Context: an optimization exercise on an open-source flow, tuned for small area, a short achievable clock period and few clock cycles per item. The choices shown serve that exercise and are no tape-out recipe.
The RTL was checked by simulation tests, not by an equivalence proof against the original design.

==> flow/design.v <==
`timescale 1ns / 1ps
module muldiv#(parameter DATA_WIDTH = 32)
(
    input                         clk_i,
    input                         rst_i,
    input                         stall_i,
    input  [DATA_WIDTH-1 : 0]     a_i,
    input  [DATA_WIDTH-1 : 0]     b_i,
    input                         req_i,
    input  [ 2 : 0]               operation_sel_i,
    output reg [DATA_WIDTH-1 : 0] muldiv_result_o,
    output reg                    ready_o
);
function [31:0] prefix_or;
    input [31:0] x;
    integer l, k;
    begin
        prefix_or = x;
        for (l = 0; l < 5; l = l + 1)
            for (k = 0; k < 32; k = k + 1)
                if (k[l])
                    prefix_or[k] = prefix_or[k] | prefix_or[((k >> l) << l) - 1];
    end
endfunction
function [33:0] add33;
    input [32:0] x, y;
    input        ci;
    reg   [32:0] p, g, gg, pp, c;
    reg          g0;
    integer l, k;
    begin
        p  = x ^ y;
        g  = x & y;
        g0 = g[0] | (p[0] & ci);
        gg = g;
        pp = p;
        for (l = 0; l < 5; l = l + 1)
            for (k = 1; k < 33; k = k + 1)
                if ((k - 1) & (1 << l)) begin
                    gg[k] = gg[k] | (pp[k] & gg[(((k - 1) >> l) << l)]);
                    pp[k] = pp[k] & pp[(((k - 1) >> l) << l)];
                end
        c[0] = g0;
        for (k = 1; k < 33; k = k + 1)
            c[k] = gg[k] | (pp[k] & g0);
        add33 = {c[32], p ^ {c[31:0], ci}};
    end
endfunction
wire is_div   = operation_sel_i[2];
wire is_rem   = operation_sel_i[2] & operation_sel_i[1];
wire b_zero   = ~|b_i;
wire a_zero   = ~|a_i;
wire div_zero = is_div & b_zero;
wire a_signed = ~operation_sel_i[0] | (operation_sel_i == 3'b001);
wire b_signed = (operation_sel_i == 3'b000) | (operation_sel_i == 3'b001)
              | (operation_sel_i == 3'b100) | (operation_sel_i == 3'b110);
wire sa = a_i[31] & a_signed;
wire sb = b_i[31] & b_signed;
wire [31:0] ua    = sa ? -a_i : a_i;
reg  [15:0] v1; reg [15:0] e1;
reg  [7:0]  v2; reg [15:0] e2;
reg  [3:0]  v3; reg [11:0] e3;
reg  [1:0]  v4; reg [7:0]  e4;
reg  [4:0]  lead;
integer j;
always @(*) begin
    for (j = 0; j < 16; j = j + 1) begin
        v1[j] = ua[2*j+1] | ua[2*j];
        e1[j] = ua[2*j+1];
    end
    for (j = 0; j < 8; j = j + 1) begin
        v2[j]         = v1[2*j+1] | v1[2*j];
        e2[2*j+:2]    = v1[2*j+1] ? {1'b1, e1[2*j+1]} : {1'b0, e1[2*j]};
    end
    for (j = 0; j < 4; j = j + 1) begin
        v3[j]         = v2[2*j+1] | v2[2*j];
        e3[3*j+:3]    = v2[2*j+1] ? {1'b1, e2[4*j+2+:2]} : {1'b0, e2[4*j+:2]};
    end
    for (j = 0; j < 2; j = j + 1) begin
        v4[j]         = v3[2*j+1] | v3[2*j];
        e4[4*j+:4]    = v3[2*j+1] ? {1'b1, e3[6*j+3+:3]} : {1'b0, e3[6*j+:3]};
    end
    lead = v4[1] ? {1'b1, e4[7:4]} : {1'b0, e4[3:0]};
    if (div_zero) lead = 5'd31;
end
reg  [31:0] R, Q;
reg  [4:0]  cnt;
reg         busy, ps, nb;
reg         f_div, f_inv;
reg         f_selq, f_neg, f_mh;
wire start = req_i & ~busy & ~ready_o;
wire        inv  = sb ^ is_div;
wire [33:0] sum  = add33({R, f_div & nb}, {f_div, b_i ^ {32{f_inv}}}, f_inv);
wire        take  = f_div ? sum[33] : nb;
wire [31:0] R_nxt = take ? sum[31:0] : {R[30:0], nb};
wire        c_hi  = ~f_div & nb & sum[33];
wire        q_in  = f_div ? sum[33] : (nb ? sum[32] : R[31]);
wire [31:0] q_all = ~prefix_or(~{1'b1, Q[30:0]});
wire [31:0] Q_nxt = {Q[30:0] ^ ({31{c_hi}} & {q_all[29:0], 1'b1}), q_in};
wire [32:0] ua_sh = {ua, 1'b0};
wire        last  = (cnt == 5'd0);
wire        nz    = ~a_zero | div_zero;
always @(posedge clk_i)
begin
    ps <= stall_i;
    if (rst_i) begin
        busy    <= 1'b0;
        ready_o <= 1'b0;
    end else begin
        busy    <= (start & nz) | (busy & ~last);
        ready_o <= (start & ~nz) | (busy & last) | (ready_o & ps);
    end
    if (start) begin
        f_div  <= is_div;
        f_inv  <= inv;
        f_selq <= is_div ? ~is_rem : (operation_sel_i[1:0] != 2'b00);
        f_neg  <= is_rem ? sa : ((sa ^ sb) & ~div_zero);
        f_mh   <= ~is_div & (operation_sel_i[1:0] != 2'b00);
        R      <= 32'd0;
        Q      <= 32'd0;
        cnt    <= lead;
        nb     <= ~div_zero | ua[31];
    end else if (busy) begin
        R   <= R_nxt;
        Q   <= Q_nxt;
        cnt <= cnt - 5'd1;
        nb  <= ua_sh[cnt];
    end
end
wire [31:0] res_x = f_selq ? Q : R;
wire        r_nz  = f_mh & (|R);
wire [31:0] x_pre = prefix_or(res_x);
always @(*)
    muldiv_result_o = res_x ^ ({32{f_neg}} & ({x_pre[30:0], 1'b0} | {32{r_nz}}));
endmodule    
clock: 5.0 ns
lec_check: 0
abc_area: 1
cap_margin: 20
core_margin: 2
core_utilization: 40
cts_buf_list: sky130_fd_sc_hd__clkbuf_8
place_density: 0.6
setup_slack_margin: 1.4
slew_margin: 20
standard.sh (not shown) runs the stock make flow with config.mk's settings and CLKGATE_MAP_FILE= SYNTH_SCRIPT=/design/flow/synth_recipe.tcl, a recipe that flattens the netlist after the stock synthesis.
==> flow/flow/run.sh <==
#!/bin/bash
# The standard layout, with the ports buffered by sky130_fd_sc_hd__buf_2
# instead of the flow's default pick (a slow delay buffer).
set -e
bash standard.sh synth > synth.log 2>&1
bash standard.sh "BUFFER_PORTS_ARGS=-buffer_cell sky130_fd_sc_hd__buf_2" finish > layout.log 2>&1
The starting point passed the timing, design-rule and antenna checks.
Testbench counts at the start, summed over its fixed seeds: cycles 35,912, ops 2,048.
Then changed:
Settings changed: SETUP_SLACK_MARGIN 1.4 to 1.0.
=> Global-route usage stays flat. Worst hold slack barely changes. Critical path depth is higher by 2.

==> what the ideal ports hide <==
In the flow no input, the clock included, has a driving cell. The finished layouts below were timed again as built, in two steps. Step 1 (the two cells are an assumption about what drives the block):
set clk [get_ports {clk_i}]
set_driving_cell -lib_cell sky130_fd_sc_hd__clkbuf_16 $clk
set_driving_cell -lib_cell sky130_fd_sc_hd__buf_2 [delete_from_list [all_inputs] $clk]
Step 2 moves the port delays by t, midway between the first and last clock arrival at a register: inputs arrive t later, outputs are due t later. That takes back most of the time a late clock gives input paths. a / b / c = no drivers / after step 1 / after step 2; a / b = the first two.
run | t, ns | setup slack, ns | hold slack, ns | worst setup path at the end
the first run | 0.412 | 1.425 / 1.386 / 1.307 | 0.454 / 0.454 / 0.454 | input to register
the second run | 0.405 | 1.315 / 1.277 / 1.135 | 0.454 / 0.454 / 0.454 | input to register
After both steps setup and hold are still met in every run listed. The setup slack of the second run, which loses most, moves by -0.038 ns with the drivers and by -0.180 ns with both steps.
